From an optimization exercise on the open Yosys and OpenROAD flow, aimed at small area; shortcuts taken in it are not production practice.
Function was checked by simulation only, so behaviour that the tests miss may differ from the original.
Power figures rest on the tool's default switching activity, not on a simulated workload.

## flow/design.v (module list and top-level ports; edited modules follow where they fit)
// module oc8051_ram_top: 103 lines
// module oc8051_multiply: 29 lines
// module oc8051_divide: 40 lines
// module oc8051_alu: 235 lines
// module oc8051_alu_src_sel: 45 lines
// module oc8051_comp: 18 lines
// module oc8051_cy_select: 15 lines
// module oc8051_decoder: 2469 lines
// module oc8051_memory_interface: 558 lines
// module oc8051_acc: 42 lines
// module oc8051_b_register: 19 lines
// module oc8051_sp: 44 lines
// module oc8051_dptr: 21 lines
// module oc8051_psw: 48 lines
// module oc8051_ports: 52 lines
// module oc8051_uart: 234 lines
// module oc8051_int: 216 lines
// module oc8051_tc: 132 lines
// module oc8051_tc2: 132 lines
// module oc8051_sfr: 360 lines
// module oc8051_top: 319 lines
module oc8051_top (
input wb_clk_i,   
input wb_rst_i,   
input int0_i,   
input int1_i,   
input ea_in,    
input wbd_ack_i,    
input wbi_ack_i,    
input wbd_err_i,    
input wbi_err_i,    
input [7:0]   wbd_dat_i,    
input [31:0]  wbi_dat_i,    
output wbd_we_o,   
output wbd_stb_o,    
output wbd_cyc_o,    
output wbi_stb_o,    
output wbi_cyc_o,    
output [7:0]  wbd_dat_o,    
output [15:0] wbd_adr_o,    
output [15:0] wbi_adr_o,    
input  [7:0]  p0_i,   
output [7:0]  p0_o,   
input  [7:0]  p1_i,   
output [7:0]  p1_o,   
input  [7:0]  p2_i,   
output [7:0]  p2_o,   
input  [7:0]  p3_i,   
output [7:0]  p3_o,   
input rxd_i,    
output txd_o,    
input t0_i,   
input t1_i,   
input t2_i,   
input t2ex_i  
);
  // ...
==> flow/run.sh <==
#!/bin/bash
# synth_recipe.tcl (not shown) runs the flow's synth.tcl, then flattens the netlist and writes it again
# the make line also repeats each setting of config.mk as NAME=value (left out here)
make -C /OpenROAD-flow-scripts/flow DESIGN_CONFIG=/design/flow/config.mk WORK_HOME=/design/flow/orfs CLKGATE_MAP_FILE= SYNTH_SCRIPT=/design/flow/synth_recipe.tcl finish
==> flow/config.mk <==
export PLATFORM = sky130hd
export DESIGN_NAME = oc8051_top
export DESIGN_NICKNAME = oc8051_top
export VERILOG_FILES = /design/flow/design.v
export SDC_FILE = /design/flow/constraint.sdc
export NUM_CORES = 4
export LEC_CHECK = 0
export CAP_MARGIN = 20
export CORE_MARGIN = 2
export CORE_UTILIZATION = 40
export CTS_BUF_LIST = sky130_fd_sc_hd__clkbuf_8
export SLEW_MARGIN = 20
==> flow/constraint.sdc <==
create_clock -name core_clock -period 16.0 [get_ports {wb_clk_i}]
set_input_delay 3.2000 -clock core_clock [delete_from_list [all_inputs] [get_ports {wb_clk_i}]]
set_output_delay 3.2000 -clock core_clock [all_outputs]
set_load 0.01 [all_outputs]
==> impl_metrics.toml, run 1 <==
[outcome]
status = "finished clean"

[clock_network]
post_cts.repair.setup_buffers = 0
clock_buffer_depth = 4
resized_gates_after_cts = 0
clock_tree.htree_level_count = 5
clk_pin_slew_ns = 0.06
cts.sink_count = 2642
tritoncts.num_buffers = 431

[global_routing]
grt_pass1_wl_um = 763000
grt_max_degree = 225
grt_use_met2_pct = 52.2

[setup_path]
critPathSlowestCell = "a2111oi_2"
timing.critical_path.max_delay_family = "compound AO/OA/AOI/OAI gates"
crit_cells = 47
critical_path.max_fanout = 101
regToRegSetupSlack_ns = 1.70
worstPathRequired_ns = 16.91

[cells_and_area]
multi_input_area_share_pct = 31.9
seq_area_um2 = 76400
biggestCellCategory = "flip-flops and latches"

[pwr]
clock_power_share_pct = 17.1
p_sw_share_pct = 48.3
comb-power_uw = 17400
power_top_consumer = "combinational cells"
power_density_over_cell_area_nw_per_um2 = 243

[floorplan]
num_io_pins = 164
floorplan.initialDensity_pct = 40.2
num_rows = 204
design.die.area_um2 = 315000
die_h_um = 561

[min_path]
whs_path_depth = 0
min_from = "oc8051_memory_interface1.pc_wr_r"

[yosys]
synthArstFlopShare_pct = 22.2
synth.top_cells.by_area = "edfxtp_1 50%, dfrtp_1 11%, a22oi_1 3.0%, nor2_1 2.7%, nand2_1 2.4%"
synthCells = 10500
yosys.area_share.simple_pct = 13.4

[sta]
report.final.setup_viol = 0
slew_viol_final = 0
worst_path_setup_slack_after_routing_ns = 1.70
fin_crit_ns = 14.30

[drt]
drc = 0
dr_total_vias = 101000

[placement]
post-place-cells = 14500
placement.setup.worst_slack_ns = 2.13
post_dp_cell_area_um2 = 133000
==> module oc8051_multiply, before the edit <==
module oc8051_multiply (
  input clk, input rst, input enable,
  input [7:0] src1, input [7:0] src2,
  output desOv,
  output [7:0] des1, output [7:0] des2
);
wire [15:0] mul_result1, mul_result, shifted;
reg [1:0] cycle;
reg [15:0] tmp_mul;
assign mul_result1 = src1 * (cycle == 2'h0 ? src2[7:6] 
                           : cycle == 2'h1 ? src2[5:4]
                           : cycle == 2'h2 ? src2[3:2]
                           : src2[1:0]);
assign shifted = (cycle == 2'h0 ? 16'h0 : {tmp_mul[13:0], 2'b00});
assign mul_result = mul_result1 + shifted;
assign des1 = mul_result[15:8];
assign des2 = mul_result[7:0];
assign desOv = | des1;
always @(posedge clk or posedge rst)
begin
  if (rst) begin
    cycle <= 2'b0;
    tmp_mul <= 16'b0;
  end else begin
    if (enable) begin cycle <= cycle + 2'b1; end
    tmp_mul <= mul_result;
  end
end
endmodule
==> module oc8051_divide, before the edit <==
module oc8051_divide (
  input clk, input rst, input enable,
  input [7:0] src1, input [7:0] src2,
  output wire desOv,
  output wire [7:0] des1, output wire [7:0] des2);
wire div0, div1;
wire [7:0] rem0, rem1, rem2;
wire [8:0] sub0, sub1;
wire [15:0] cmp0, cmp1;
wire [7:0] div_out, rem_out;
reg [1:0] cycle;
reg [5:0] tmp_div;
reg [7:0] tmp_rem;
assign cmp1 = src2 << ({2'h3 - cycle, 1'b0} + 3'h1);
assign cmp0 = src2 << ({2'h3 - cycle, 1'b0} + 3'h0);
assign rem2 = cycle != 0 ? tmp_rem : src1;
assign sub1 = {1'b0, rem2} - {1'b0, cmp1[7:0]};
assign div1 = |cmp1[15:8] ? 1'b0 : !sub1[8];
assign rem1 = div1 ? sub1[7:0] : rem2[7:0];
assign sub0 = {1'b0, rem1} - {1'b0, cmp0[7:0]};
assign div0 = |cmp0[15:8] ? 1'b0 : !sub0[8];
assign rem0 = div0 ? sub0[7:0] : rem1[7:0];
assign div_out = {tmp_div, div1, div0};
assign rem_out = rem0;
assign desOv = src2 == 8'h0;
always @(posedge clk or posedge rst)
begin
  if (rst) begin
    cycle <= 2'b0;
    tmp_div <= 6'h0;
    tmp_rem <= 8'h0;
  end else begin
    if (enable) begin cycle <= cycle + 2'b1; end
    tmp_div <= div_out[5:0];
    tmp_rem <= rem_out;
  end
end
assign des1 = rem_out;
assign des2 = div_out;
endmodule
==> module oc8051_memory_interface, before the edit <==
module oc8051_memory_interface (
input         clk,
input         rst,
input         wr_i,
input         wr_bit_i,
input         bit_in,
input         sfr_bit,
input         dack_i,
input [2:0]   mem_act,
input [7:0]   in_ram,
input [7:0]   sfr,
input [7:0]   acc,
input [7:0]   sp_w,
input [31:0]  idat_i,
output reg    bit_out,
output        mem_wait,
output reg    reti,
output reg [7:0]  iram_out,
output [7:0]  wr_dat,
output        wr_o,
output        wr_bit_o,
input         iack_i,
input [7:0]   des_acc,
input [7:0]   des1,
input [7:0]   des2,
output [15:0] iadr_o,
input [7:0]   ri,
input [7:0]   ddat_i,
input [15:0]  dptr,
output reg    dstb_o,
output reg    dwe_o,
output reg [7:0]  ddat_o,
output [15:0] dadr_o,
input [2:0]   rd_sel,
input [2:0]   wr_sel,
input [4:0]   rn,
input [7:0]   sp,
output reg    rd_ind,
output reg    wr_ind,
output reg [7:0]  wr_addr,
output reg [7:0]  rd_addr,
input         intr,
input         rd,
input         ea, 
input         ea_int, 
input         istb,
input  [7:0]  int_v,
input  [31:0] idat_onchip,
output reg    int_ack,
output        istb_o,
output reg [7:0] op1_out,
output [7:0] op3_out,
output [7:0] op2_out,
  output [7:0] op2_reg,    
  output [7:0] op3_reg,    
input [2:0]   pc_wr_sel,
input         pc_wr,
output reg [15:0] pc
);
reg [7:0]        sp_r;
reg           rd_addr_r;
reg           dack_ir;
reg [7:0]     ddat_ir;
reg [23:0]    idat_ir;
wire          ea_rom_sel;
reg [4:0]     rn_r;
reg [7:0]     ri_r;
reg [7:0]     op1_r;
wire [7:0]    imm;
wire [7:0]    imm2;
reg           int_ack_t;
reg           int_ack_buff;
reg [7:0]     int_vec_buff;
reg [7:0]     op2_buff;
reg [7:0]     op3_buff;
reg [7:0]     op1_o;
reg [7:0]     op2_o;
reg [7:0]     op3_o;
reg [7:0]     op1_xt;
reg [7:0]     op2_xt;
reg [7:0]     op3_xt;
reg [7:0]     op1;
reg [7:0]     op2;
reg [7:0]     op3;
wire [7:0]    op2_direct;
reg [15:0]    pc_buf;
wire [15:0]   alu;
reg           int_buff;
reg           int_buff1;  
reg           istb_t;
reg           imem_wait;
reg [15:0]    iadr_t;
reg [15:0]    dadr_ot;
reg           dmem_wait;
wire          pc_wait;
wire [1:0]    bank;
wire [7:0]    isr_call;
reg [1:0]     op_length;
reg [2:0]     op_pos;
wire          inc_pc;
reg           pc_wr_r;
wire [15:0]   pc_out;
reg [31:0]    idat_cur;
reg [31:0]    idat_old;
reg           inc_pc_r;
reg           pc_wr_r2;
reg [7:0]     cdata;
reg           cdone;
assign bank       = rn[4:3];
assign imm        = op2_out;
assign imm2       = op3_out;
assign alu        = {des2, des_acc};
assign ea_rom_sel = ea && ea_int;
assign wr_o       = wr_i;
assign wr_bit_o   = wr_bit_i;
assign mem_wait   = dmem_wait || imem_wait || pc_wr_r2;
assign istb_o     = (istb || (istb_t & !iack_i)) && !dstb_o && !ea_rom_sel;
assign pc_wait    = rd && (ea_rom_sel || (!istb_t && iack_i));
assign wr_dat     = des1;
always @*
begin
  if (rd_addr_r && !rd_ind) begin
    iram_out = sfr;
    bit_out = sfr_bit;
  end else begin
    iram_out = in_ram;
    bit_out = bit_in;
  end
end
always @*
begin
  case (rd_sel)  
    3'b000   : begin rd_addr = {3'h0, rn}; end
    3'b001    : begin rd_addr = ri; end
    3'b010    : begin rd_addr = imm; end
    3'b011   : begin rd_addr = sp; end
    3'b100    : begin rd_addr = 8'hf0; end
    3'b101 : begin rd_addr = 8'h82; end
    3'b110  : begin rd_addr = 8'hd0; end
    3'b111  : begin rd_addr = 8'he0; end
  endcase
end
always @*
begin
  case (wr_sel)  
    3'b000 : begin wr_addr = {3'h0, rn_r}; end
    3'b010  : begin wr_addr = ri_r; end
    3'b001  : begin wr_addr = op2_buff; end
    3'b011 : begin wr_addr = sp_w; end
    3'b101 : begin wr_addr = op3_buff; end
    3'b111  : begin wr_addr = 8'hf0; end
    default : begin wr_addr = 8'h00; end
  endcase
end
always @(posedge clk or posedge rst)
begin
  if (rst) begin
    rd_ind <= 1'b0; end
  else if ((rd_sel==3'b001) || (rd_sel==3'b011)) begin
    rd_ind <= 1'b1;
  end else begin
    rd_ind <= 1'b0;
  end
end
always @*
begin
  if ((wr_sel==3'b010) || (wr_sel==3'b011)) begin
    wr_ind = 1'b1;
  end else begin
    wr_ind = 1'b0;
  end
end
assign iadr_o = (istb_t) ? iadr_t : pc_out;
always @(posedge clk or posedge rst)
begin
  if (rst) begin
    iadr_t <= 23'h0;
    istb_t <= 1'b0;
    imem_wait <= 1'b0;
    idat_ir <= 24'h0;
  end else if (mem_act==3'b100) begin
    iadr_t <= alu;
    istb_t <= 1'b1;
    imem_wait <= 1'b1;
  end else if (ea_rom_sel && imem_wait) begin
    imem_wait <= 1'b0;
  end else if (!imem_wait && istb_t) begin
    istb_t <= 1'b0;
  end else if (iack_i) begin
    imem_wait <= 1'b0;
    idat_ir <= idat_i [23:0];
  end
end
assign dadr_o = dadr_ot;
always @(posedge clk or posedge rst)
begin
  if (rst) begin
    dwe_o <= 1'b0;
    dmem_wait <= 1'b0;
    dstb_o <= 1'b0;
    ddat_o <= 8'h00;
    dadr_ot <= 23'h0;
  end else if (dack_i) begin
    dwe_o <= 1'b0;
    dstb_o <= 1'b0;
    dmem_wait <= 1'b0;
  end else begin
    case (mem_act)  
      3'b000: begin   
        dwe_o <= 1'b0;
        dstb_o <= 1'b1;
        ddat_o <= 8'h00;
        dadr_ot <= {7'h0, dptr};
        dmem_wait <= 1'b1;
      end
      3'b001: begin   
        dwe_o <= 1'b1;
        dstb_o <= 1'b1;
        ddat_o <= acc;
        dadr_ot <= {7'h0, dptr};
        dmem_wait <= 1'b1;
      end
      3'b010:   begin   
        dwe_o <= 1'b0;
        dstb_o <= 1'b1;
        ddat_o <= 8'h00;
        dadr_ot <= {15'h0, ri};
        dmem_wait <= 1'b1;
      end
      3'b011: begin     
        dwe_o <= 1'b1;
        dstb_o <= 1'b1;
        ddat_o <= acc;
        dadr_ot <= {15'h0, ri};
        dmem_wait <= 1'b1;
      end
    endcase
  end
end
always @(posedge clk or posedge rst)
begin
  if (rst) begin
    idat_cur <= 32'h0;
    idat_old <= 32'h0;
  end else if ((iack_i | ea_rom_sel) & (inc_pc | pc_wr_r2)) begin
    idat_cur <= ea_rom_sel ? idat_onchip : idat_i;
    idat_old <= idat_cur;
  end
end
always @(posedge clk or posedge rst)
begin
  if (rst) begin
    cdata <= 8'h00;
    cdone <= 1'b0;
  end else if (istb_t) begin
    cdata <= ea_rom_sel ? idat_onchip[7:0] : idat_i[7:0];
    cdone <= 1'b1;
  end else begin
    cdone <= 1'b0;
  end
end
always @*
begin
  case (op_pos)   
    3'b000: begin
       op1 = idat_old[7:0]  ;
       op2 = idat_old[15:8] ;
       op3 = idat_old[23:16];
      end
    3'b001: begin
       op1 = idat_old[15:8] ;
       op2 = idat_old[23:16];
       op3 = idat_old[31:24];
      end
    3'b010: begin
       op1 = idat_old[23:16];
       op2 = idat_old[31:24];
       op3 = idat_cur[7:0]  ;
      end
    3'b011: begin
       op1 = idat_old[31:24];
       op2 = idat_cur[7:0]  ;
       op3 = idat_cur[15:8] ;
      end
    3'b100: begin
       op1 = idat_cur[7:0]  ;
       op2 = idat_cur[15:8] ;
       op3 = idat_cur[23:16];
      end
    default: begin
       op1 = idat_cur[15:8] ;
       op2 = idat_cur[23:16];
       op3 = idat_cur[31:24];
      end
  endcase
end
always @*
begin
  if (dack_ir) begin
    op1_out = ddat_ir;
  end else if (cdone) begin
    op1_out = cdata;
  end else begin
    op1_out = op1_o;
  end
end
assign op3_out = (rd) ? op3_o : op3_buff;
assign op2_out = (rd) ? op2_o : op2_buff;
assign op2_reg = op2_buff;
assign op3_reg = op3_buff;
always @*
begin
  if (iack_i) begin
    op1_xt = idat_i[7:0];
    op2_xt = idat_i[15:8];
    op3_xt = idat_i[23:16];
  end else if (!rd) begin
    op1_xt = idat_ir[7:0];
    op2_xt = idat_ir[15:8];
    op3_xt = idat_ir[23:16];
  end else begin
    op1_xt = 8'h00;
    op2_xt = 8'h00;
    op3_xt = 8'h00;
  end
end
always @*
begin
  if (int_ack_t && (iack_i || ea_rom_sel)) begin
    op1_o = 8'b0001_0010;
    op2_o = 8'h00;
    op3_o = int_vec_buff;
  end else begin
    op1_o = op1;
    op2_o = op2;
    op3_o = op3;
  end
end
always @(posedge clk or posedge rst)
begin
  if (rst) begin reti <= 1'b0; end
  else if ((op1_o==8'b0011_0010) & rd & !mem_wait) begin reti <= 1'b1; end
  else begin reti <= 1'b0; end
end
always @(posedge clk or posedge rst)
begin
  if (rst) begin
    op2_buff <= 8'h0;
    op3_buff <= 8'h0;
  end else if (rd) begin
    op2_buff <= op2_o;
    op3_buff <= op3_o;
  end
end
always @*
begin
  casex (op1_out)  
    8'bxxx1_0001 : begin  op_length = 2'h2; end
    8'bxxx0_0001 : begin   op_length = 2'h2; end
    8'b1011_1xxx : begin op_length = 2'h3; end
    8'b1101_1xxx : begin op_length = 2'h2; end
    8'b1010_1xxx : begin op_length = 2'h2; end
    8'b0111_1xxx : begin op_length = 2'h2; end
    8'b1000_1xxx : begin op_length = 2'h2; end
    8'b1011_011x : begin op_length = 2'h3; end
    8'b1000_011x : begin op_length = 2'h2; end
    8'b1010_011x : begin op_length = 2'h2; end
    8'b0111_011x : begin op_length = 2'h2; end
    8'b0010_0101 : begin  op_length = 2'h2; end
    8'b0010_0100 : begin  op_length = 2'h2; end
    8'b0011_0101 : begin op_length = 2'h2; end
    8'b0011_0100 : begin op_length = 2'h2; end
    8'b0101_0101 : begin  op_length = 2'h2; end
    8'b0101_0100 : begin  op_length = 2'h2; end
    8'b0101_0010 : begin op_length = 2'h2; end
    8'b0101_0011 : begin op_length = 2'h3; end
    8'b1000_0010 : begin  op_length = 2'h2; end
    8'b1011_0000 : begin op_length = 2'h2; end
    8'b1011_0101 : begin op_length = 2'h3; end
    8'b1011_0100 : begin op_length = 2'h3; end
    8'b1100_0010 : begin  op_length = 2'h2; end
    8'b1011_0010 : begin  op_length = 2'h2; end
    8'b0001_0101 : begin  op_length = 2'h2; end
    8'b1101_0101 : begin op_length = 2'h3; end
    8'b0000_0101 : begin  op_length = 2'h2; end
    8'b0010_0000 : begin     op_length = 2'h3; end
    8'b0001_0000 : begin    op_length = 2'h3; end
    8'b0100_0000 : begin     op_length = 2'h2; end
    8'b0011_0000 : begin    op_length = 2'h3; end
    8'b0101_0000 : begin    op_length = 2'h2; end
    8'b0111_0000 : begin    op_length = 2'h2; end
    8'b0110_0000 : begin     op_length = 2'h2; end
    8'b0001_0010 : begin  op_length = 2'h3; end
    8'b0000_0010 : begin   op_length = 2'h3; end
    8'b1110_0101 : begin  op_length = 2'h2; end
    8'b0111_0100 : begin  op_length = 2'h2; end
    8'b1111_0101 : begin op_length = 2'h2; end
    8'b1000_0101 : begin op_length = 2'h3; end
    8'b0111_0101 : begin op_length = 2'h3; end
    8'b1010_0010 : begin op_length = 2'h2; end
    8'b1001_0010 : begin op_length = 2'h2; end
    8'b1001_0000 : begin op_length = 2'h3; end
    8'b0100_0101 : begin  op_length = 2'h2; end
    8'b0100_0100 : begin  op_length = 2'h2; end
    8'b0100_0010 : begin op_length = 2'h2; end
    8'b0100_0011 : begin op_length = 2'h3; end
    8'b0111_0010 : begin  op_length = 2'h2; end
    8'b1010_0000 : begin op_length = 2'h2; end
    8'b1101_0000 : begin    op_length = 2'h2; end
    8'b1100_0000 : begin   op_length = 2'h2; end
    8'b1101_0010 : begin op_length = 2'h2; end
    8'b1000_0000 : begin   op_length = 2'h2; end
    8'b1001_0101 : begin op_length = 2'h2; end
    8'b1001_0100 : begin op_length = 2'h2; end
    8'b1100_0101 : begin  op_length = 2'h2; end
    8'b0110_0101 : begin  op_length = 2'h2; end
    8'b0110_0100 : begin  op_length = 2'h2; end
    8'b0110_0010 : begin op_length = 2'h2; end
    8'b0110_0011 : begin op_length = 2'h3; end
    default:       begin  op_length = 2'h1; end
  endcase
end
assign inc_pc = ((op_pos[2] | (&op_pos[1:0])) & rd) | pc_wr_r2;
always @(posedge rst or posedge clk)
begin
  if (rst) begin
    op_pos <= 3'h0;
  end else if (pc_wr_r2) begin
    op_pos <= 3'h4; 
  end else if (inc_pc & rd) begin
    op_pos[2]   <= op_pos[2] & !op_pos[1] & op_pos[0] & (&op_length);
    op_pos[1:0] <= op_pos[1:0] + op_length;
  end else if (rd) begin
    op_pos <= op_pos + {1'b0, op_length};
  end
end
always @(posedge clk or posedge rst)
begin
 if (rst) begin
   int_ack_t <= 1'b0;
   int_vec_buff <= 8'h00;
 end else if (intr) begin
   int_ack_t <= 1'b1;
   int_vec_buff <= int_v;
 end else if (rd && (ea_rom_sel || iack_i) && !pc_wr_r2) begin int_ack_t <= 1'b0; end
end
always @(posedge clk or posedge rst)
begin
  if (rst) begin int_ack_buff <= 1'b0; end
  else begin int_ack_buff <= int_ack_t; end
end
always @(posedge clk or posedge rst)
begin
  if (rst) int_ack <= 1'b0;
  else begin
    if ((int_ack_buff) & !(int_ack_t))
    begin
      int_ack <= 1'b1;
    end else begin int_ack <= 1'b0; end
  end
end
always @(posedge clk or posedge rst)
begin
  if (rst) begin
    int_buff1 <= 1'b0;
  end else begin
    int_buff1 <= int_buff;
  end
end
always @(posedge clk or posedge rst)
begin
  if (rst) begin
    int_buff <= 1'b0;
  end else if (intr) begin
    int_buff <= 1'b1;
  end else if (pc_wait) begin
    int_buff <= 1'b0;
  end
end
wire [7:0]  pcs_source;
reg  [15:0] pcs_result;
reg         pcs_cy;
assign pcs_source = pc_wr_sel[0] ? op3_out : op2_out;
always @*
begin
  pcs_cy = 1'b0;
  pcs_result = pc + {{8{pcs_source[7]}}, pcs_source};
end
wire [4:0] pc_delta = {2'b00, op_pos} + {3'b000, op_length} - 5'd8;
always @(posedge clk or posedge rst)
begin
  if (rst) begin
    pc <= 16'h0;
  end else if (pc_wr_r2) begin
    pc <= pc_buf;
  end else if (rd & !int_ack_t) begin
    pc <= pc_buf + {{11{pc_delta[4]}}, pc_delta};
  end
end
always @(posedge clk or posedge rst)
begin
  if (rst) begin
    pc_buf <= 23'h0;
  end else if (pc_wr) begin
      case (pc_wr_sel)  
        3'b110: begin pc_buf        <= alu; end
        3'b000: begin  pc_buf[7:0]   <= alu[7:0]; end
        3'b001: begin  pc_buf[15:8]  <= alu[7:0]; end
        3'b100: begin pc_buf[10:0]  <= {op1_out[7:5], op2_out}; end
        3'b101: begin pc_buf        <= {op2_out, op3_out}; end
        3'b010: begin pc_buf        <= pcs_result; end
        3'b011: begin pc_buf        <= pcs_result; end
      endcase
  end else begin
      pc_buf <= pc_out;
  end
end
assign pc_out = inc_pc ? pc_buf + 16'h4
                       : pc_buf ;
always @(posedge clk or posedge rst)
begin
  if (rst) begin
    ddat_ir <= 8'h00;
  end else if (dack_i) begin
    ddat_ir <= ddat_i;
  end
end
always @(posedge clk or posedge rst)
begin
  if (rst) begin
    rn_r      <= 5'd0;
    ri_r      <= 8'h00;
    rd_addr_r <= 1'b0;
    op1_r     <= 8'h0;
    dack_ir   <= 1'b0;
    sp_r      <= 1'b0;
    pc_wr_r   <= 1'b0;
    pc_wr_r2  <= 1'b0;
  end else begin
    rn_r      <= rn;
    ri_r      <= ri;
    rd_addr_r <= rd_addr[7];
    op1_r     <= op1_out;
    dack_ir   <= dack_i;
    sp_r      <= sp;
    pc_wr_r   <= pc_wr && (pc_wr_sel != 3'b001);
    pc_wr_r2  <= pc_wr_r;
  end
end
always @(posedge clk or posedge rst)
begin
  if (rst) begin
    inc_pc_r  <= 1'b1;
  end else if (istb) begin
    inc_pc_r  <= inc_pc;
  end
end
endmodule
==> module oc8051_int, before the edit <==
module oc8051_int (
  input clk, input rst,
  input [7:0] wr_addr, input [7:0] data_in,
  input wr, input tf0, input tf1, input t2_int, input ie0, input ie1,
  input reti, input wr_bit, input bit_in, input ack, input uart_int,
  output tr0, output tr1, output intr,
  output reg [7:0] int_vec,
  output reg [7:0] ie,
  output wire [7:0] tcon,
  output reg [7:0] ip
);
reg [3:0] tcon_s;
reg tcon_tf1, tcon_tf0, tcon_ie1, tcon_ie0;
reg [2:0] isrc_cur;
reg [2:0] isrc [1:0];
reg [1:0] int_dept;
reg [1:0] int_dept_1;
reg int_proc;
reg [1:0] int_lev [1:0];
reg cur_lev;
always @*
begin
  isrc_cur = int_proc ? isrc[int_dept_1] : 2'h0;
  int_dept_1 = int_dept - 2'b01;
  cur_lev = int_lev[int_dept_1];
end
wire [5:0] int_l0, int_l1;
wire [5:0] ip_l0, ip_l1;
wire [5:0] int_src;
wire il0, il1;
reg tf0_buff, tf1_buff, ie0_buff, ie1_buff;
assign ip_l0 = ~ip[5:0];
assign ip_l1 = ip[5:0];
assign int_src = {t2_int, uart_int, tcon_tf1, tcon_ie1, tcon_tf0, tcon_ie0};
assign int_l0 = ip_l0 & {ie[5:0]} & int_src;
assign int_l1 = ip_l1 & {ie[5:0]} & int_src;
assign il0 = |int_l0;
assign il1 = |int_l1;
assign tcon = {tcon_tf1, tcon_s[3], tcon_tf0, tcon_s[2], tcon_ie1, tcon_s[1], tcon_ie0, tcon_s[0]};
assign tr0 = tcon_s[2];
assign tr1 = tcon_s[3];
assign intr = |int_vec;
always @(posedge clk or posedge rst)
begin
 if (rst) begin
   ip <=8'b0000_0000;
 end else if ((wr) & !(wr_bit) & (wr_addr==8'hb7)) begin
   ip <= data_in;
 end else if ((wr) & (wr_bit) & (wr_addr[7:3]==5'b10111)) begin
   ip[wr_addr[2:0]] <= bit_in;
  end
end
always @(posedge clk or posedge rst)
begin
 if (rst) begin
   ie <=8'b0000_0000;
 end else if ((wr) & !(wr_bit) & (wr_addr==8'ha8)) begin
   ie <= data_in;
 end else if ((wr) & (wr_bit) & (wr_addr[7:3]==5'b10101)) begin
   ie[wr_addr[2:0]] <= bit_in;
 end
end
always @(posedge clk or posedge rst)
begin
 if (rst) begin
   tcon_s <=4'b0000;
 end else if ((wr) & !(wr_bit) & (wr_addr==8'h88)) begin
   tcon_s <= {data_in[6], data_in[4], data_in[2], data_in[0]};
 end else if ((wr) & (wr_bit) & (wr_addr[7:3]==5'b10001)) begin
   case (wr_addr[2:0])  
     3'b000: begin tcon_s[0] <= bit_in; end
     3'b010: begin tcon_s[1] <= bit_in; end
     3'b100: begin tcon_s[2] <= bit_in; end
     3'b110: begin tcon_s[3] <= bit_in; end
   endcase
 end
end
always @(posedge clk or posedge rst)
begin
 if (rst) begin
   tcon_tf1 <=1'b0;
 end else if ((wr) & !(wr_bit) & (wr_addr==8'h88)) begin
   tcon_tf1 <= data_in[7];
 end else if ((wr) & (wr_bit) & (wr_addr=={5'b10001, 3'b111})) begin
   tcon_tf1 <= bit_in;
 end else if (!(tf1_buff) & (tf1)) begin
   tcon_tf1 <= 1'b1;
 end else if (ack & (isrc_cur==3'b100)) begin
   tcon_tf1 <= 1'b0;
 end
end
always @(posedge clk or posedge rst)
begin
 if (rst) begin
   tcon_tf0 <=1'b0;
 end else if ((wr) & !(wr_bit) & (wr_addr==8'h88)) begin
   tcon_tf0 <= data_in[5];
 end else if ((wr) & (wr_bit) & (wr_addr=={5'b10001, 3'b101})) begin
   tcon_tf0 <= bit_in;
 end else if (!(tf0_buff) & (tf0)) begin
   tcon_tf0 <= 1'b1;
 end else if (ack & (isrc_cur==3'b010)) begin
   tcon_tf0 <= 1'b0;
 end
end
always @(posedge clk or posedge rst)
begin
 if (rst) begin
   tcon_ie0 <=1'b0;
 end else if ((wr) & !(wr_bit) & (wr_addr==8'h88)) begin
   tcon_ie0 <= data_in[1];
 end else if ((wr) & (wr_bit) & (wr_addr=={5'b10001, 3'b001})) begin
   tcon_ie0 <= bit_in;
 end else if (((tcon_s[0]) & (ie0_buff) & !(ie0)) | (!(tcon_s[0]) & !(ie0))) begin
   tcon_ie0 <= 1'b1;
 end else if (ack & (isrc_cur==3'b001) & (tcon_s[0])) begin
   tcon_ie0 <= 1'b0;
 end else if (!(tcon_s[0]) & (ie0)) begin
   tcon_ie0 <= 1'b0;
 end
end
always @(posedge clk or posedge rst)
begin
 if (rst) begin
   tcon_ie1 <=1'b0;
 end else if ((wr) & !(wr_bit) & (wr_addr==8'h88)) begin
   tcon_ie1 <= data_in[3];
 end else if ((wr) & (wr_bit) & (wr_addr=={5'b10001, 3'b011})) begin
   tcon_ie1 <= bit_in;
 end else if (((tcon_s[1]) & (ie1_buff) & !(ie1)) | (!(tcon_s[1]) & !(ie1))) begin
   tcon_ie1 <= 1'b1;
 end else if (ack & (isrc_cur==3'b011) & (tcon_s[1])) begin
   tcon_ie1 <= 1'b0;
 end else if (!(tcon_s[1]) & (ie1)) begin
   tcon_ie1 <= 1'b0;
 end
end
always @(posedge clk or posedge rst)
begin
  if (rst) begin
    int_vec <= 8'h00;
    int_dept <= 2'b0;
    isrc[0] <= 3'h0;
    isrc[1] <= 3'h0;
    int_proc <= 1'b0;
    int_lev[0] <= 1'b0;
    int_lev[1] <= 1'b0;
  end else if (reti & int_proc) begin   
   if (int_dept==2'b01)
     int_proc <= 1'b0;
   int_dept <= int_dept - 2'b01;
  end else if (((ie[7]) & (!cur_lev) || !int_proc) & il1) begin   
   int_proc <= 1'b1;
   int_lev[int_dept] <= 1'b1;
   int_dept <= int_dept + 2'b01;
   if (int_l1[0]) begin
     int_vec <= 8'h03;
     isrc[int_dept] <= 3'b001;
   end else if (int_l1[1]) begin
     int_vec <= 8'h0b;
     isrc[int_dept] <= 3'b010;
   end else if (int_l1[2]) begin
     int_vec <= 8'h13;
     isrc[int_dept] <= 3'b011;
   end else if (int_l1[3]) begin
     int_vec <= 8'h1b;
     isrc[int_dept] <= 3'b100;
   end else if (int_l1[4]) begin
     int_vec <= 8'h23;
     isrc[int_dept] <= 3'b101;
   end else if (int_l1[5]) begin
     int_vec <= 8'h2b;
     isrc[int_dept] <= 3'b110;
   end
 end else if ((ie[7]) & !int_proc & il0) begin   
   int_proc <= 1'b1;
   int_lev[int_dept] <= 1'b0;
   int_dept <= 2'b01;
   if (int_l0[0]) begin
     int_vec <= 8'h03;
     isrc[int_dept] <= 3'b001;
   end else if (int_l0[1]) begin
     int_vec <= 8'h0b;
     isrc[int_dept] <= 3'b010;
   end else if (int_l0[2]) begin
     int_vec <= 8'h13;
     isrc[int_dept] <= 3'b011;
   end else if (int_l0[3]) begin
     int_vec <= 8'h1b;
     isrc[int_dept] <= 3'b100;
   end else if (int_l0[4]) begin
     int_vec <= 8'h23;
     isrc[int_dept] <= 3'b101;
   end else if (int_l0[5]) begin
     int_vec <= 8'h2b;
     isrc[int_dept] <= 3'b110;
   end
 end else begin
   int_vec <= 8'h00;
 end
end
always @(posedge clk or posedge rst)
begin
  if (rst) begin
    tf0_buff <= 1'b0;
    tf1_buff <= 1'b0;
    ie0_buff <= 1'b0;
    ie1_buff <= 1'b0;
  end else begin
    tf0_buff <= tf0;
    tf1_buff <= tf1;
    ie0_buff <= ie0;
    ie1_buff <= ie1;
  end
end
endmodule
==> run 2: changes to the inputs <==
--- a/flow/design.v
+++ b/flow/design.v
@@ -123,12 +123,12 @@
 begin
   if (rst) begin
     cycle <= 2'b0;
-    tmp_mul <= 16'b0;
   end else begin
     if (enable) begin cycle <= cycle + 2'b1; end
-    tmp_mul <= mul_result;
   end
 end
+always @(posedge clk)
+  tmp_mul <= mul_result;
 endmodule
 module oc8051_divide (
   input clk, input rst, input enable,
@@ -160,13 +160,13 @@
   if (rst) begin
     cycle <= 2'b0;
     tmp_div <= 6'h0;
-    tmp_rem <= 8'h0;
   end else begin
     if (enable) begin cycle <= cycle + 2'b1; end
     tmp_div <= div_out[5:0];
-    tmp_rem <= rem_out;
   end
 end
+always @(posedge clk)
+  tmp_rem <= rem_out;
 assign des1 = rem_out;
 assign des2 = div_out;
 endmodule
@@ -3024,7 +3024,8 @@
 wire [7:0]    imm2;
 reg           int_ack_t;
 reg           int_ack_buff;
-reg [7:0]     int_vec_buff;
+reg [3:0]     int_vec_r;      
+wire [7:0]    int_vec_buff = {2'b00, int_vec_r[2:0], 1'b0, {2{int_vec_r[3]}}};
 reg [7:0]     op2_buff;
 reg [7:0]     op3_buff;
 reg [7:0]     op1_o;
@@ -3392,10 +3393,10 @@
 begin
  if (rst) begin
    int_ack_t <= 1'b0;
-   int_vec_buff <= 8'h00;
+   int_vec_r <= 4'h0;
  end else if (intr) begin
    int_ack_t <= 1'b1;
-   int_vec_buff <= int_v;
+   int_vec_r <= {int_v[0], int_v[5:3]};
  end else if (rd && (ea_rom_sel || iack_i) && !pc_wr_r2) begin int_ack_t <= 1'b0; end
 end
 always @(posedge clk or posedge rst)
@@ -3976,7 +3977,7 @@
   input wr, input tf0, input tf1, input t2_int, input ie0, input ie1,
   input reti, input wr_bit, input bit_in, input ack, input uart_int,
   output tr0, output tr1, output intr,
-  output reg [7:0] int_vec,
+  output [7:0] int_vec,
   output reg [7:0] ie,
   output wire [7:0] tcon,
   output reg [7:0] ip
@@ -3984,17 +3985,21 @@
 reg [3:0] tcon_s;
 reg tcon_tf1, tcon_tf0, tcon_ie1, tcon_ie0;
 reg [2:0] isrc_cur;
-reg [2:0] isrc [1:0];
+reg [3:0] int_vec_r;
+assign int_vec = {2'b00, int_vec_r[2:0], 1'b0, {2{int_vec_r[3]}}};
+reg [2:0] isrc0_c, isrc1_c;  
+wire [2:0] isrc0 = isrc0_c + 3'd1;
+wire [2:0] isrc1 = isrc1_c + 3'd1;
 reg [1:0] int_dept;
 reg [1:0] int_dept_1;
 reg int_proc;
-reg [1:0] int_lev [1:0];
+reg int_lev0, int_lev1;    
 reg cur_lev;
 always @*
 begin
-  isrc_cur = int_proc ? isrc[int_dept_1] : 2'h0;
+  isrc_cur = int_proc ? (int_dept_1[0] ? isrc1 : isrc0) : 2'h0;
   int_dept_1 = int_dept - 2'b01;
-  cur_lev = int_lev[int_dept_1];
+  cur_lev = int_dept_1[0] ? int_lev1 : int_lev0;
 end
 wire [5:0] int_l0, int_l1;
 wire [5:0] ip_l0, ip_l1;
@@ -4110,65 +4115,65 @@
 always @(posedge clk or posedge rst)
 begin
   if (rst) begin
-    int_vec <= 8'h00;
+    int_vec_r <= 4'b0000;
     int_dept <= 2'b0;
-    isrc[0] <= 3'h0;
-    isrc[1] <= 3'h0;
+    isrc0_c <= 3'h7;
+    isrc1_c <= 3'h7;
     int_proc <= 1'b0;
-    int_lev[0] <= 1'b0;
-    int_lev[1] <= 1'b0;
+    int_lev0 <= 1'b0;
+    int_lev1 <= 1'b0;
   end else if (reti & int_proc) begin   
    if (int_dept==2'b01)
      int_proc <= 1'b0;
    int_dept <= int_dept - 2'b01;
   end else if (((ie[7]) & (!cur_lev) || !int_proc) & il1) begin   
    int_proc <= 1'b1;
-   int_lev[int_dept] <= 1'b1;
+   if (int_dept == 2'd0) int_lev0 <= 1'b1; else if (int_dept == 2'd1) int_lev1 <= 1'b1;
    int_dept <= int_dept + 2'b01;
    if (int_l1[0]) begin
-     int_vec <= 8'h03;
-     isrc[int_dept] <= 3'b001;
+     int_vec_r <= {1'b1, 3'd0};
+     if (int_dept == 2'd0) isrc0_c <= 3'd0; else if (int_dept == 2'd1) isrc1_c <= 3'd0;
    end else if (int_l1[1]) begin
-     int_vec <= 8'h0b;
-     isrc[int_dept] <= 3'b010;
+     int_vec_r <= {1'b1, 3'd1};
+     if (int_dept == 2'd0) isrc0_c <= 3'd1; else if (int_dept == 2'd1) isrc1_c <= 3'd1;
    end else if (int_l1[2]) begin
-     int_vec <= 8'h13;
-     isrc[int_dept] <= 3'b011;
+     int_vec_r <= {1'b1, 3'd2};
+     if (int_dept == 2'd0) isrc0_c <= 3'd2; else if (int_dept == 2'd1) isrc1_c <= 3'd2;
    end else if (int_l1[3]) begin
-     int_vec <= 8'h1b;
-     isrc[int_dept] <= 3'b100;
+     int_vec_r <= {1'b1, 3'd3};
+     if (int_dept == 2'd0) isrc0_c <= 3'd3; else if (int_dept == 2'd1) isrc1_c <= 3'd3;
    end else if (int_l1[4]) begin
-     int_vec <= 8'h23;
-     isrc[int_dept] <= 3'b101;
+     int_vec_r <= {1'b1, 3'd4};
+     if (int_dept == 2'd0) isrc0_c <= 3'd4; else if (int_dept == 2'd1) isrc1_c <= 3'd4;
    end else if (int_l1[5]) begin
-     int_vec <= 8'h2b;
-     isrc[int_dept] <= 3'b110;
+     int_vec_r <= {1'b1, 3'd5};
+     if (int_dept == 2'd0) isrc0_c <= 3'd5; else if (int_dept == 2'd1) isrc1_c <= 3'd5;
    end
  end else if ((ie[7]) & !int_proc & il0) begin   
    int_proc <= 1'b1;
-   int_lev[int_dept] <= 1'b0;
+   if (int_dept == 2'd0) int_lev0 <= 1'b0; else if (int_dept == 2'd1) int_lev1 <= 1'b0;
    int_dept <= 2'b01;
    if (int_l0[0]) begin
-     int_vec <= 8'h03;
-     isrc[int_dept] <= 3'b001;
+     int_vec_r <= {1'b1, 3'd0};
+     if (int_dept == 2'd0) isrc0_c <= 3'd0; else if (int_dept == 2'd1) isrc1_c <= 3'd0;
    end else if (int_l0[1]) begin
-     int_vec <= 8'h0b;
-     isrc[int_dept] <= 3'b010;
+     int_vec_r <= {1'b1, 3'd1};
+     if (int_dept == 2'd0) isrc0_c <= 3'd1; else if (int_dept == 2'd1) isrc1_c <= 3'd1;
    end else if (int_l0[2]) begin
-     int_vec <= 8'h13;
-     isrc[int_dept] <= 3'b011;
+     int_vec_r <= {1'b1, 3'd2};
+     if (int_dept == 2'd0) isrc0_c <= 3'd2; else if (int_dept == 2'd1) isrc1_c <= 3'd2;
    end else if (int_l0[3]) begin
-     int_vec <= 8'h1b;
-     isrc[int_dept] <= 3'b100;
+     int_vec_r <= {1'b1, 3'd3};
+     if (int_dept == 2'd0) isrc0_c <= 3'd3; else if (int_dept == 2'd1) isrc1_c <= 3'd3;
    end else if (int_l0[4]) begin
-     int_vec <= 8'h23;
-     isrc[int_dept] <= 3'b101;
+     int_vec_r <= {1'b1, 3'd4};
+     if (int_dept == 2'd0) isrc0_c <= 3'd4; else if (int_dept == 2'd1) isrc1_c <= 3'd4;
    end else if (int_l0[5]) begin
-     int_vec <= 8'h2b;
-     isrc[int_dept] <= 3'b110;
+     int_vec_r <= {1'b1, 3'd5};
+     if (int_dept == 2'd0) isrc0_c <= 3'd5; else if (int_dept == 2'd1) isrc1_c <= 3'd5;
    end
  end else begin
-   int_vec <= 8'h00;
+   int_vec_r <= 4'b0000;
  end
 end
 always @(posedge clk or posedge rst)
==> flow/flow/run.sh (new file) <==
#!/bin/bash
# Own layout flow: the standard ORFS flow, with these changes
#  - synthesis: the standard synthesis script, but ABC maps with an area-oriented
#    script (flow/area.abc) instead of ORFS's delay-oriented one; registers are untouched
#  - port buffers: every input and output still gets a buffer, of the smallest buffer cell
#  - clock tree: small clock buffers in small clusters and no dummy loads
# Each tool's output goes to a log file in this folder (make_synth.log, make_finish.log),
# and ORFS's own per-step logs are under orfs/logs/.
set -euo pipefail
W=$PWD
sed -e "s|log_cmd abc {\*}\$abc_args|set abc_args [lreplace \$abc_args 0 1 -script $W/flow/area.abc]\n  log_cmd abc {*}\$abc_args|" \
  "$FLOW_HOME/scripts/synth.tcl" > "$W/flow_synth.tcl"
grep -q "$W/flow/area.abc" "$W/flow_synth.tcl"
sed -e "s|\$::env(SCRIPTS_DIR)/synth.tcl|$W/flow_synth.tcl|" synth_recipe.tcl > "$W/flow_synth_recipe.tcl"
grep -q "$W/flow_synth.tcl" "$W/flow_synth_recipe.tcl"
bash standard.sh synth SYNTH_SCRIPT="$W/flow_synth_recipe.tcl" > "$W/make_synth.log" 2>&1
bash standard.sh finish \
  BUFFER_PORTS_ARGS="-buffer_cell sky130_fd_sc_hd__buf_1" \
  CTS_ARGS="-sink_clustering_enable -repair_clock_nets -dont_use_dummy_load -buf_list sky130_fd_sc_hd__clkbuf_4 -root_buf sky130_fd_sc_hd__clkbuf_16 -sink_clustering_size 10 -sink_clustering_max_diameter 40" \
  > "$W/make_finish.log" 2>&1
==> flow/flow/area.abc (new file) <==
strash
&get -n
&fraig -x
&put
scorr
dc2
strash
&get -n
&dch -f
&nf -R 1000 -p -C 32 -F 8
&put
strash
&get -n
&dch -f
&nf -R 1000 -p -C 32 -F 8
&put
strash
&get -n
&dch -f
&nf -R 1000 -p -C 32 -F 8
&put
==> flow/standard.sh (new file) <==
#!/bin/bash
# synth_recipe.tcl (not shown) runs the flow's synth.tcl, then flattens the netlist and writes it again
# the make line also repeats each setting of config.mk as NAME=value (left out here)
make -C /OpenROAD-flow-scripts/flow DESIGN_CONFIG=/design/flow/config.mk WORK_HOME=/design/flow/orfs CLKGATE_MAP_FILE= SYNTH_SCRIPT=/design/flow/synth_recipe.tcl "${@:-finish}"
--- a/flow/config.mk
+++ b/flow/config.mk
@@ -7,6 +7,5 @@
 export LEC_CHECK = 0
 export CAP_MARGIN = 20
 export CORE_MARGIN = 2
-export CORE_UTILIZATION = 40
-export CTS_BUF_LIST = sky130_fd_sc_hd__clkbuf_8
+export CORE_UTILIZATION = 45
 export SLEW_MARGIN = 20
removed: flow/run.sh
==> run 2 against run 1 <==
  * Still clean
  * Setup slack worse by 0.55 ns
  * Worst hold slack gained 0.011 ns
  * Critical path depth down 4
  * Clock skew shrank 0.0078 ns
  * Synthesized cell count is 23% lower
  * Power decreased by 17%
  * Final cell count fell by 19%
  * Fmax decreased by 3.7%
  * Via count is 16% lower
  * Wire length down 22%
  * Critical path type unchanged
  * Largest cell class unchanged
  * Largest power group unchanged
  * Highest routed layer unchanged
==> impl_metrics.toml, run 2 <==
[setup_path]
critical_path.most_common_cell = "buf_4"
timing.critical_path.slowest_cell_delay_ns = 0.93
critPathSlowestCell = "nor4_1"
timing.critical_path.arrival_ns = 15.63
timing.critical_path.max_delay_family = "simple AND/OR/NAND/NOR gates"
critical_path.max_fanout = 21
crit_path_start_kind = "register"
worstPathBufferInverterCount = 6
critPathKind = "register to register"
critPathCaptureType = "register"
worstPathRequired_ns = 16.77

[yosys]
synth_largest_type_area_fraction_pct = 55.1
synth_commonest_cells = "2048 x edfxtp_1, 740 x nor2_1, 657 x a222oi_1, 631 x nand2_1, 515 x dfrtp_1"
yosys_most_used_dff = "edfxtp_1"
synth_most_common_cell = "edfxtp_1"
synth.top_cells.by_area = "edfxtp_1 55%, dfrtp_1 12%, a222oi_1 5.9%, nor2_1 2.5%, nand2_1 2.1%"
synth_top_cell_by_area = "edfxtp_1"
number_of_warnings_issued_by_yosys = 21
synthArstFlopShare_pct = 21.3
syn-mean-instance-area_um2 = 13.8
yosys_register_bits = 2642
synth-edff-count = 2048
mappedNetlistArea_um2 = 112000
synthDistinctLibCells = 79
yosysSeqAreaShare_pct = 68.3
synthCells = 8102

[cells_and_area]
synthToLayoutAreaGrowth_pct = 10.3
finish.net_count = 9232
design_area_um2 = 123000
layout-drive-gt1-share_pct = 9.54
largest_register_ff_count = 2048
seq_area_um2 = 76300
largestRegisters = "oc8051_ram_top1.word.q x2048, oc8051_memory_interface1.idat_cur x32, oc8051_memory_interface1.idat_old x32"
fill_cells = 21400
layout_common_cells = "2048 x edfxtp_1, 709 x nor2_1, 657 x a222oi_1"
final_common_cell = "edfxtp_1"
multiInputGateArea_um2 = 35300
largest_register = "oc8051_ram_top1.word.q"

[sta]
finalHoldViolations = 0
timing.fmax_mhz = 67.3
whs_ns = 0.360
slew_headroom_pct = 13.2
fin_crit_ns = 14.85
post-route-period-util_pct = 92.8
slew_viol_final = 0
slew_worst_pin_ns = 1.30
finalClockSkew_ns = 0.136
tns_ns = 0
report.final.setup_viol = 0
rsz0062_at_grt = "false"

[clock_network]
cts-hold-fix-buffers = 0
cts-root-buf = "clkbuf_16"
resized_gates_after_cts = 0
clk_pin_slew_ns = 0.10
clock_tree.htree_level_count = 5
clk_lat_worst_skew_ns = 0.95
post_cts.repair.setup_buffers = 0
clock_buffer_depth = 4
cts.sink_count = 2642
tritoncts.num_buffers = 406
tritoncts = "built"

[pwr]
power.leakage_uw = 0.0416
power_density_over_cell_area_nw_per_um2 = 232
vdd_drop_max_mv = 0.531
total_power_uw = 28500

[global_routing]
grt_pass1_vias = 80900
gr-total-overflow = 0
track_usage_pct = 33.4
grt_pass1_wl_um = 605000
grt_max_degree = 224
grt_antenna_before_repair = 17

[drt]
postRouteWirelength_um = 431000
detail_route.first_pass.iterations = 11
via_per_inst = 6.90
drc = 0
number_of_drc_markers_after_the_initial_detailed_route_iteration = 15300
dr_total_vias = 84800
ant_nets = 0
wl_per_cell_um = 35.0

[job]
maxCapViolCount = 0

[placement]
post_dp_cell_area_um2 = 119000
placer_s_final_routability_congestion_estimate = 1.03
detailed_place_hpwl_um = 288000
place.port_buffers = 158

[floorplan]
num_rows = 182
num_io_pins = 164
dieWidth_um = 502
design.die.area_um2 = 252000
coreArea_um2 = 246000
floorplan.initialDensity_pct = 45.3
die_h_um = 502

[outcome]
status = "finished clean"

[min_path]
kind_of_path_behind_the_tightest_hold_check = "register to register"
==> run 2: path summary, 6_finish.rpt <==
check                                                        to  cells past startpoint  slack, ns                              from
hold reg to reg               oc8051_memory_interface1.pc_wr_r2                      0       0.36  oc8051_memory_interface1.pc_wr_r
hold / removal                oc8051_memory_interface1.pc_wr_r2                      0       0.36  oc8051_memory_interface1.pc_wr_r
max in group asynchronous  oc8051_sfr1.oc8051_int1.int_vec_r[1]                      4      11.29                          wb_rst_i
setup / recovery                            oc8051_sfr1.dat0[2]                     43       1.15        oc8051_ram_top1.raddr_r[2]
setup reg to reg                            oc8051_sfr1.dat0[2]                     43       1.15        oc8051_ram_top1.raddr_r[2]
min in group asynchronous       oc8051_memory_interface1.dstb_o                      2       2.40                          wb_rst_i
==> run 2: cell families after synthesis <==
family,Yosys count,synth area share (%)
DFF,2642,68.3
other,1,0.00336
muxes,217,2.13
xor gates and xnor gates,131,1.03
adders and majority gates,173,2.08
and+or+nand+nor,2318,9.60
buffers and inverters,166,0.568
AOI/OAI and AO/OA,2454,16.3
==> run 2: worst register-to-register path, delay by kind of cell, from the launching register on <==
| kind | cells | cell delay [ns] |
|---|---|---|
| buf+inv | 6 | 1.92 |
| flops | 1 | 0.37 |
| simple gates | 19 | 7.24 |
| mux | 1 | 0.61 |
| compound gates | 16 | 4.45 |
| xor+xnor | 1 | 0.15 |
==> run 2: layer usage <==
metal | vias up | GRT usage (%) | wire [µm]
li1 | 35200 | - | -
met1 | 42500 | 44.2 | 161000
met2 | 5941 | 51.8 | 195000
met3 | 1184 | 7.17 | 48300
met4 | 14 | 17.7 | 26400
met5 | - | 0 | 115
==> run 2: report_power, final <==
part	internal [µW]	switching [µW]	total (µW)
combinational	3350	10400	13800
sequential	10500	470	11000
clock	1450	2270	3720
total	15300	13200	28500
==> run 2: area by class of cell <==
cell class	instances	area share, %
timing repair buffer	467	2.56
antenna	9	0.0183
inverter	162	0.500
sequential	2642	62.0
clock buffer	406	2.95
multi-input combinational	5295	28.6
tap	3312	3.37
==> run 2: metrics by stage <==
| stage | utilization [%] | setup WS (ns) | cells |
|---|---|---|---|
| 6_report | 50.0 | 1.15 | 12300 |
| 5_1_grt | 50.0 | 0.868 | 12300 |
| 4_1_cts | 49.9 | 1.64 | 12300 |
| 3_5_place_dp | 48.4 | 1.72 | 11900 |
| 3_3_place_gp | 48.4 | 1.79 | 11900 |
| 2_1_floorplan | - | 0.737 | 8103 |
==> run 3: changes to the inputs <==
--- a/flow/design.v
+++ b/flow/design.v
@@ -3987,9 +3987,7 @@
 reg [2:0] isrc_cur;
 reg [3:0] int_vec_r;
 assign int_vec = {2'b00, int_vec_r[2:0], 1'b0, {2{int_vec_r[3]}}};
-reg [2:0] isrc0_c, isrc1_c;  
-wire [2:0] isrc0 = isrc0_c + 3'd1;
-wire [2:0] isrc1 = isrc1_c + 3'd1;
+reg [2:0] isrc0, isrc1;    
 reg [1:0] int_dept;
 reg [1:0] int_dept_1;
 reg int_proc;
@@ -4117,8 +4115,6 @@
   if (rst) begin
     int_vec_r <= 4'b0000;
     int_dept <= 2'b0;
-    isrc0_c <= 3'h7;
-    isrc1_c <= 3'h7;
     int_proc <= 1'b0;
     int_lev0 <= 1'b0;
     int_lev1 <= 1'b0;
@@ -4132,22 +4128,16 @@
    int_dept <= int_dept + 2'b01;
    if (int_l1[0]) begin
      int_vec_r <= {1'b1, 3'd0};
-     if (int_dept == 2'd0) isrc0_c <= 3'd0; else if (int_dept == 2'd1) isrc1_c <= 3'd0;
    end else if (int_l1[1]) begin
      int_vec_r <= {1'b1, 3'd1};
-     if (int_dept == 2'd0) isrc0_c <= 3'd1; else if (int_dept == 2'd1) isrc1_c <= 3'd1;
    end else if (int_l1[2]) begin
      int_vec_r <= {1'b1, 3'd2};
-     if (int_dept == 2'd0) isrc0_c <= 3'd2; else if (int_dept == 2'd1) isrc1_c <= 3'd2;
    end else if (int_l1[3]) begin
      int_vec_r <= {1'b1, 3'd3};
-     if (int_dept == 2'd0) isrc0_c <= 3'd3; else if (int_dept == 2'd1) isrc1_c <= 3'd3;
    end else if (int_l1[4]) begin
      int_vec_r <= {1'b1, 3'd4};
-     if (int_dept == 2'd0) isrc0_c <= 3'd4; else if (int_dept == 2'd1) isrc1_c <= 3'd4;
    end else if (int_l1[5]) begin
      int_vec_r <= {1'b1, 3'd5};
-     if (int_dept == 2'd0) isrc0_c <= 3'd5; else if (int_dept == 2'd1) isrc1_c <= 3'd5;
    end
  end else if ((ie[7]) & !int_proc & il0) begin   
    int_proc <= 1'b1;
@@ -4155,27 +4145,36 @@
    int_dept <= 2'b01;
    if (int_l0[0]) begin
      int_vec_r <= {1'b1, 3'd0};
-     if (int_dept == 2'd0) isrc0_c <= 3'd0; else if (int_dept == 2'd1) isrc1_c <= 3'd0;
    end else if (int_l0[1]) begin
      int_vec_r <= {1'b1, 3'd1};
-     if (int_dept == 2'd0) isrc0_c <= 3'd1; else if (int_dept == 2'd1) isrc1_c <= 3'd1;
    end else if (int_l0[2]) begin
      int_vec_r <= {1'b1, 3'd2};
-     if (int_dept == 2'd0) isrc0_c <= 3'd2; else if (int_dept == 2'd1) isrc1_c <= 3'd2;
    end else if (int_l0[3]) begin
      int_vec_r <= {1'b1, 3'd3};
-     if (int_dept == 2'd0) isrc0_c <= 3'd3; else if (int_dept == 2'd1) isrc1_c <= 3'd3;
    end else if (int_l0[4]) begin
      int_vec_r <= {1'b1, 3'd4};
-     if (int_dept == 2'd0) isrc0_c <= 3'd4; else if (int_dept == 2'd1) isrc1_c <= 3'd4;
    end else if (int_l0[5]) begin
      int_vec_r <= {1'b1, 3'd5};
-     if (int_dept == 2'd0) isrc0_c <= 3'd5; else if (int_dept == 2'd1) isrc1_c <= 3'd5;
    end
  end else begin
    int_vec_r <= 4'b0000;
  end
 end
+wire       isrc_l1 = ((ie[7]) & (!cur_lev) || !int_proc) & il1;
+wire [5:0] int_lx = isrc_l1 ? int_l1 : int_l0;
+wire       isrc_we = !(reti & int_proc) & (isrc_l1 | ((ie[7]) & !int_proc & il0));
+wire [2:0] isrc_new = int_lx[0] ? 3'b001 : int_lx[1] ? 3'b010 : int_lx[2] ? 3'b011 :
+                      int_lx[3] ? 3'b100 : int_lx[4] ? 3'b101 : 3'b110;
+always @(posedge clk or posedge rst)
+begin
+  if (rst) begin
+    isrc0 <= 3'h0;
+    isrc1 <= 3'h0;
+  end else if (isrc_we) begin
+    if (int_dept == 2'd0) isrc0 <= isrc_new;
+    if (int_dept == 2'd1) isrc1 <= isrc_new;
+  end
+end
 always @(posedge clk or posedge rst)
 begin
   if (rst) begin
==> run 3 against run 2 <==
  * Final cell count about the same
  * Sequential power hardly changed
  * Critical path depth is 4 higher
  * Global-route usage rose by 0.090 points
  * Area after synthesis about the same
  * Combinational power down 3%
  * Clock power is essentially flat
  * Power is 2.7% lower
==> impl_metrics.toml, run 3 <==
[drt]
ant_nets = 0
postRouteWirelength_um = 431000
via_per_inst = 6.86
detail_route.first_pass.iterations = 15
dr_total_vias = 84200
wl_per_cell_um = 35.1
drc = 0
number_of_drc_markers_after_the_initial_detailed_route_iteration = 15000

[sta]
tns_ns = 0
slew_headroom_pct = 13.8
fin_crit_ns = 15.07
finalClockSkew_ns = 0.138
timing.fmax_mhz = 66.3
finalHoldViolations = 0
post-route-period-util_pct = 94.2
report.final.setup_viol = 0
slew_worst_pin_ns = 1.29
rsz0062_at_grt = "false"
slew_viol_final = 0

[setup_path]
crit_path_start_kind = "register"
critPathSlowestCell = "a2111oi_0"
timing.critical_path.slowest_cell_delay_ns = 0.87
critPathKind = "register to register"
worstPathRequired_ns = 16.69
timing.critical_path.arrival_ns = 15.76
r2r_start = "oc8051_ram_top1.raddr_r[3]"
critPathCaptureType = "register"
critical_path.max_fanout = 25
crit-reg2reg-capture = "oc8051_sfr1.bit_out"
regToRegSetupSlack_ns = 0.93
rr_worst_depth = 47

[yosys]
synth_top_cell_by_area = "edfxtp_1"
post_synth_xor_area_fraction_pct = 1.10
synth.mux.area_fraction_pct = 1.96
synth_compound_gate_area_share_pct = 16.4
yosys.area_share.simple_pct = 9.54
yosys_most_used_dff = "edfxtp_1"
synth-edff-count = 2048
synth_commonest_cells = "2048 x edfxtp_1, 737 x nor2_1, 670 x a222oi_1, 621 x nand2_1, 521 x dfrtp_1"
synthArstFlopShare_pct = 21.3
number_of_warnings_issued_by_yosys = 21
yosys_register_bits = 2642
yosys.area_share.adder_pct = 2.05
synthDistinctLibCells = 76
synth_top_family_by_area = "compound AO/OA/AOI/OAI gates"
mappedNetlistArea_um2 = 112000
syn-mean-instance-area_um2 = 13.8
yosysSeqAreaShare_pct = 68.3
synthCells = 8107
synth_most_common_cell = "edfxtp_1"
synth_largest_type_area_fraction_pct = 55.1
synth.top_cells.by_area = "edfxtp_1 55%, dfrtp_1 12%, a222oi_1 6.0%, nor2_1 2.5%, nand2_1 2.1%"

[job]
maxCapViolCount = 0

[global_routing]
grt_pass1_vias = 80700
gr-total-overflow = 0
track_usage_pct = 33.5
grt_max_degree = 257
grt_antenna_before_repair = 14
grt_pass1_wl_um = 605000

[clock_network]
cts.sink_count = 2642
tritoncts.num_buffers = 402
resized_gates_after_cts = 0
post_cts.repair.setup_buffers = 0
clock_buffer_depth = 4
clock_tree.htree_level_count = 5
tritoncts = "built"
clk_lat_worst_skew_ns = 0.94
cts-hold-fix-buffers = 0
clk_pin_slew_ns = 0.06
cts-root-buf = "clkbuf_16"

[floorplan]
floorplan.initialDensity_pct = 45.3
dieWidth_um = 502
coreArea_um2 = 246000
num_io_pins = 164
num_rows = 182
die_h_um = 502
design.die.area_um2 = 252000

[min_path]
kind_of_path_behind_the_tightest_hold_check = "register to register"
min_from = "oc8051_memory_interface1.pc_wr_r"
whs_path_depth = 0
holdPathEnd = "oc8051_memory_interface1.pc_wr_r2"

[pwr]
power_density_over_cell_area_nw_per_um2 = 225
power.leakage_uw = 0.0415
vdd_drop_max_mv = 0.448

[cells_and_area]
largest_register_ff_count = 2048
final_common_cell = "edfxtp_1"
largest_register = "oc8051_ram_top1.word.q"
finalNonFillerCells = 12300
finish.net_count = 9209
layout_common_cells = "2048 x edfxtp_1, 695 x nor2_1, 670 x a222oi_1"
largestRegisters = "oc8051_ram_top1.word.q x2048, oc8051_memory_interface1.idat_cur x32, oc8051_memory_interface1.idat_old x32"
layout-drive-gt1-share_pct = 9.34
synthToLayoutAreaGrowth_pct = 10.2

[placement]
detailed_place_hpwl_um = 287000
placer_s_final_routability_congestion_estimate = 1.03
post-place-cells = 11900
place.port_buffers = 158

[outcome]
status = "finished clean"
[run 3: cell count changes after synthesis, sizes merged, moves of 11 or more]
cell     before  now
o2111ai      20    9
or3          24   35
clkinv      162  177
a222oi      657  670
a21oi       451  437
xor2         46   60
mux2i        75   59
o21a         24   43
a22o         51   65
nor2b        81   69
[run 3: cells by family (layout without fill, tap and decap cells)]
family	count (synthesis)	count (layout)
compound gates	2471	2471
fa+ha+maj	170	170
other cells	1	20
flops	2642	2642
xor+xnor	140	140
simple gates	2303	2303
buf+inv	181	1024
mux	199	199
[run 3: worst max-delay path, delay by kind of cell (launching register included)]
family | cells | cell delay (ns)
flops | 1 | 0.38
mux | 1 | 0.61
buf+inv | 5 | 1.13
simple gates | 15 | 4.45
xor+xnor | 3 | 0.71
compound gates | 19 | 5.85
fa+ha+maj | 4 | 1.69
[run 3: routing by layer]
layer	track usage, %	share of wire [%]	wire length (µm)
met5	0	0.0074	32
met4	17.9	6.4	27600
met3	6.48	10	44900
met2	52.9	46	197000
met1	43.9	38	161000
[run 3: worst max-delay path by stage]
stage / startpoint / endpoint / slack [ns] / cells past startpoint
6_report: oc8051_ram_top1.raddr_r[3] / oc8051_sfr1.bit_out / 0.93 / 47
5_1_grt: oc8051_ram_top1.raddr_r[2] / oc8051_sfr1.bit_out / 0.62 / 49
4_1_cts: oc8051_ram_top1.raddr_r[2] / oc8051_sfr1.bit_out / 1.66 / 49
3_5_place_dp: oc8051_ram_top1.raddr_r[2] / oc8051_sfr1.bit_out / 1.78 / 49
3_3_place_gp: oc8051_ram_top1.raddr_r[2] / oc8051_sfr1.bit_out / 1.90 / 49
2_1_floorplan: wb_rst_i / oc8051_alu1.oc8051_div1.cycle[0] / 2.24 / 1
[run 3: report_power, final]
group / total (µW) / switching (µW) / leakage (µW) / internal (µW)
combinational: 13400 / 9960 / 0.0132 / 3400
sequential: 10700 / 462 / 0.0262 / 10200
clock: 3710 / 2270 / 0.00210 / 1440
total: 27700 / 12700 / 0.0415 / 15000
[run 3: metrics by stage]
step / hold slack, ns / cell area (µm²) / worst slack, ns / power (µW) / utilization, %
finish: 0.353 / 123000 / 0.927 / 27700 / 50.0
global route: 0.367 / 123000 / 0.617 / 28700 / 49.9
CTS: 0.354 / 123000 / 1.66 / 27400 / 49.9
detailed placement: 0.340 / 119000 / 1.78 / 23700 / 48.4
global placement: 0.337 / 119000 / 1.90 / 23500 / 48.4
floorplan: 0.331 / 112000 / 2.24 / 18000 / -
[run 3: final cells by class]
| cell class | count | area, µm² |
|---|---|---|
| Antenna cell | 18 | 45.0 |
| Clock buffer | 402 | 3600 |
| Fill cell | 21400 | 123000 |
| Inverter | 177 | 672 |
| Multi-Input combinational cell | 5285 | 35300 |
| Sequential cell | 2642 | 76300 |
| Tap cell | 3312 | 4140 |
| Timing Repair Buffer | 445 | 2950 |
==> run 4: changes to the inputs <==
--- a/flow/config.mk
+++ b/flow/config.mk
@@ -7,5 +7,5 @@
 export LEC_CHECK = 0
 export CAP_MARGIN = 20
 export CORE_MARGIN = 2
-export CORE_UTILIZATION = 45
+export CORE_UTILIZATION = 50
 export SLEW_MARGIN = 20
==> run 4 against run 3 <==
  * Die area down 9.9%
  * Non-clock buffer count up 32
  * Via count up 0.83%
  * Critical path depth down 9
  * Synthesized cell count unchanged
  * Sequential share of layout area up 0.10 points
  * Final cell count down 2.5%
  * Critical path type unchanged
  * Clock skew up 0.0010 ns
  * First-iteration DRC count up 5.5%
  * Largest cell class unchanged
  * Clock power about the same
  * Clock-buffer cell count up 9
  * Wire length up 0.41%
==> impl_metrics.toml, run 4 <==
[outcome]
status = "finished clean"

[yosys]
synthDistinctLibCells = 76
synthCells = 8107
synthArstFlopShare_pct = 21.3
syn-mean-instance-area_um2 = 13.8
synth-edff-count = 2048
synth_most_common_cell = "edfxtp_1"
synth_commonest_cells = "2048 x edfxtp_1, 737 x nor2_1, 670 x a222oi_1, 621 x nand2_1, 521 x dfrtp_1"
yosys_most_used_dff = "edfxtp_1"
synth_largest_type_area_fraction_pct = 55.1
yosysSeqAreaShare_pct = 68.3
number_of_warnings_issued_by_yosys = 21
synth.top_cells.by_area = "edfxtp_1 55%, dfrtp_1 12%, a222oi_1 6.0%, nor2_1 2.5%, nand2_1 2.1%"
synth_top_cell_by_area = "edfxtp_1"
mappedNetlistArea_um2 = 112000

[floorplan]
dieWidth_um = 476
floorplan.initialDensity_pct = 50.3
design.die.area_um2 = 227000
coreArea_um2 = 222000
num_rows = 173
num_io_pins = 164
die_h_um = 476

[clock_network]
clock_buffer_depth = 4
cts-hold-fix-buffers = 0
cts-root-buf = "clkbuf_16"
resized_gates_after_cts = 0
tritoncts.num_buffers = 411
post_cts.repair.setup_buffers = 0
clock_tree.htree_level_count = 5
cts.sink_count = 2642

[cells_and_area]
largestRegisters = "oc8051_ram_top1.word.q x2048, oc8051_memory_interface1.idat_cur x32, oc8051_memory_interface1.idat_old x32"
layout-drive-gt1-share_pct = 9.64
largest_register_ff_count = 2048
final_common_cell = "edfxtp_1"
synthToLayoutAreaGrowth_pct = 10.0

[setup_path]
critical_path.most_common_cell = "a21oi_1"
critPathSlowestCell = "nor4_1"
critPathKind = "register to register"
critical_path.max_fanout = 20
timing.critical_path.arrival_ns = 15.21
crit_path_start_kind = "register"
worstPathRequired_ns = 16.67

[placement]
detailed_place_hpwl_um = 287000
placement.setup.worst_slack_ns = 2.09
placer_s_final_routability_congestion_estimate = 1.04
place.port_buffers = 158

[drt]
wl_per_cell_um = 36.1
ant_nets = 0
detail_route.first_pass.iterations = 10
number_of_drc_markers_after_the_initial_detailed_route_iteration = 15900
dr_total_vias = 84900

[pwr]
p_int_uw = 15100
total_power_uw = 28000
power.switching_uw = 12800
combinational_cell_fraction_of_total_power_pct = 48.4

[sta]
slew_worst_pin_ns = 1.24
tns_ns = 0
rsz0062_at_grt = "false"
fin_crit_ns = 14.53
post-route-period-util_pct = 90.8
finalHoldViolations = 0
report.final.setup_viol = 0
whs_ns = 0.336
worst_path_setup_slack_after_routing_ns = 1.47
slew_headroom_pct = 16.3

[min_path]
kind_of_path_behind_the_tightest_hold_check = "register to register"

[global_routing]
grt_max_degree = 221
grt_pass1_wl_um = 608000
grt_pass1_vias = 80200
gr-total-overflow = 0
grt_antenna_before_repair = 15
run 4: area by class of cell:
class,instances,area [µm²]
multi-input combinational,5285,35200
tap,2975,3720
inverter,177,672
sequential,2642,76300
clock buffer,411,3660
timing repair buffer,477,3190
fill,18600,99300
antenna,11,27.5
run 4: per-stage QoR:
| step | instance area [µm²] | cells |
|---|---|---|
| finish | 123000 | 12000 |
| global route | 123000 | 12000 |
| CTS | 123000 | 12000 |
| detailed placement | 119000 | 11600 |
| global placement | 119000 | 11600 |
| floorplan | 112000 | 8108 |
run 4: critical path: cells and delay by family (launching register included):
kind,cells,cell delay [ns]
adders and majority gates,2,0.66
xor gates and xnor gates,1,0.14
buffers and inverters,4,1.51
and+or+nand+nor,10,4.34
muxes,1,0.73
DFF,1,0.33
AOI/OAI and AO/OA,20,6.59
run 4: per-layer routing:
| layer | up-vias | GRT usage, % | routed length (µm) |
|---|---|---|---|
| li1 | 35300 | - | - |
| met1 | 42700 | 52.1 | 168000 |
| met2 | 5890 | 56.2 | 192000 |
| met3 | 1098 | 7.19 | 47400 |
| met4 | 16 | 17.5 | 24100 |
| met5 | - | 0 | 188 |
run 4: kinds of logic after synthesis:
group,Yosys count,share of synthesized area [%]
AOI/OAI and AO/OA,2471,16.4
muxes,199,1.96
xor gates and xnor gates,140,1.10
other,1,0.00336
DFF,2642,68.3
buffers and inverters,181,0.619
and+or+nand+nor,2303,9.54
adders and majority gates,170,2.05
run 4: path summary, 6_finish.rpt:
| path | startpoint | to | cells after the start |
|---|---|---|---|
| max in group asynchronous | wb_rst_i | oc8051_sfr1.oc8051_tc21.rcap2l[7] | 5 |
| min in group asynchronous | wb_rst_i | oc8051_memory_interface1.idat_old[29] | 2 |
| min | oc8051_memory_interface1.pc_wr_r | oc8051_memory_interface1.pc_wr_r2 | 0 |
| min reg2reg | oc8051_memory_interface1.pc_wr_r | oc8051_memory_interface1.pc_wr_r2 | 0 |
| max reg2reg | oc8051_ram_top1.raddr_r[2] | oc8051_sfr1.dat0[0] | 38 |
| max | oc8051_ram_top1.raddr_r[2] | oc8051_sfr1.dat0[0] | 38 |
run 4: power by group through the flow:
stage / Clock, µW / Sequential, µW / Combinational, µW
finish: 3740 / 10700 / 13500
global route: 4050 / 10700 / 14100
CTS: 3790 / 10600 / 13100
floorplan: 0 / 11100 / 6860
detailed placement: 0 / 10800 / 13100
global placement: 0 / 10800 / 12900

Check on run 4: ideal ports give 1.467 ns setup slack; a clkbuf_16 on the clock port and buf_2 on the inputs give 1.467 ns; moving port delays by the midpoint clock arrival (0.974 ns) as well gives 1.467 ns.
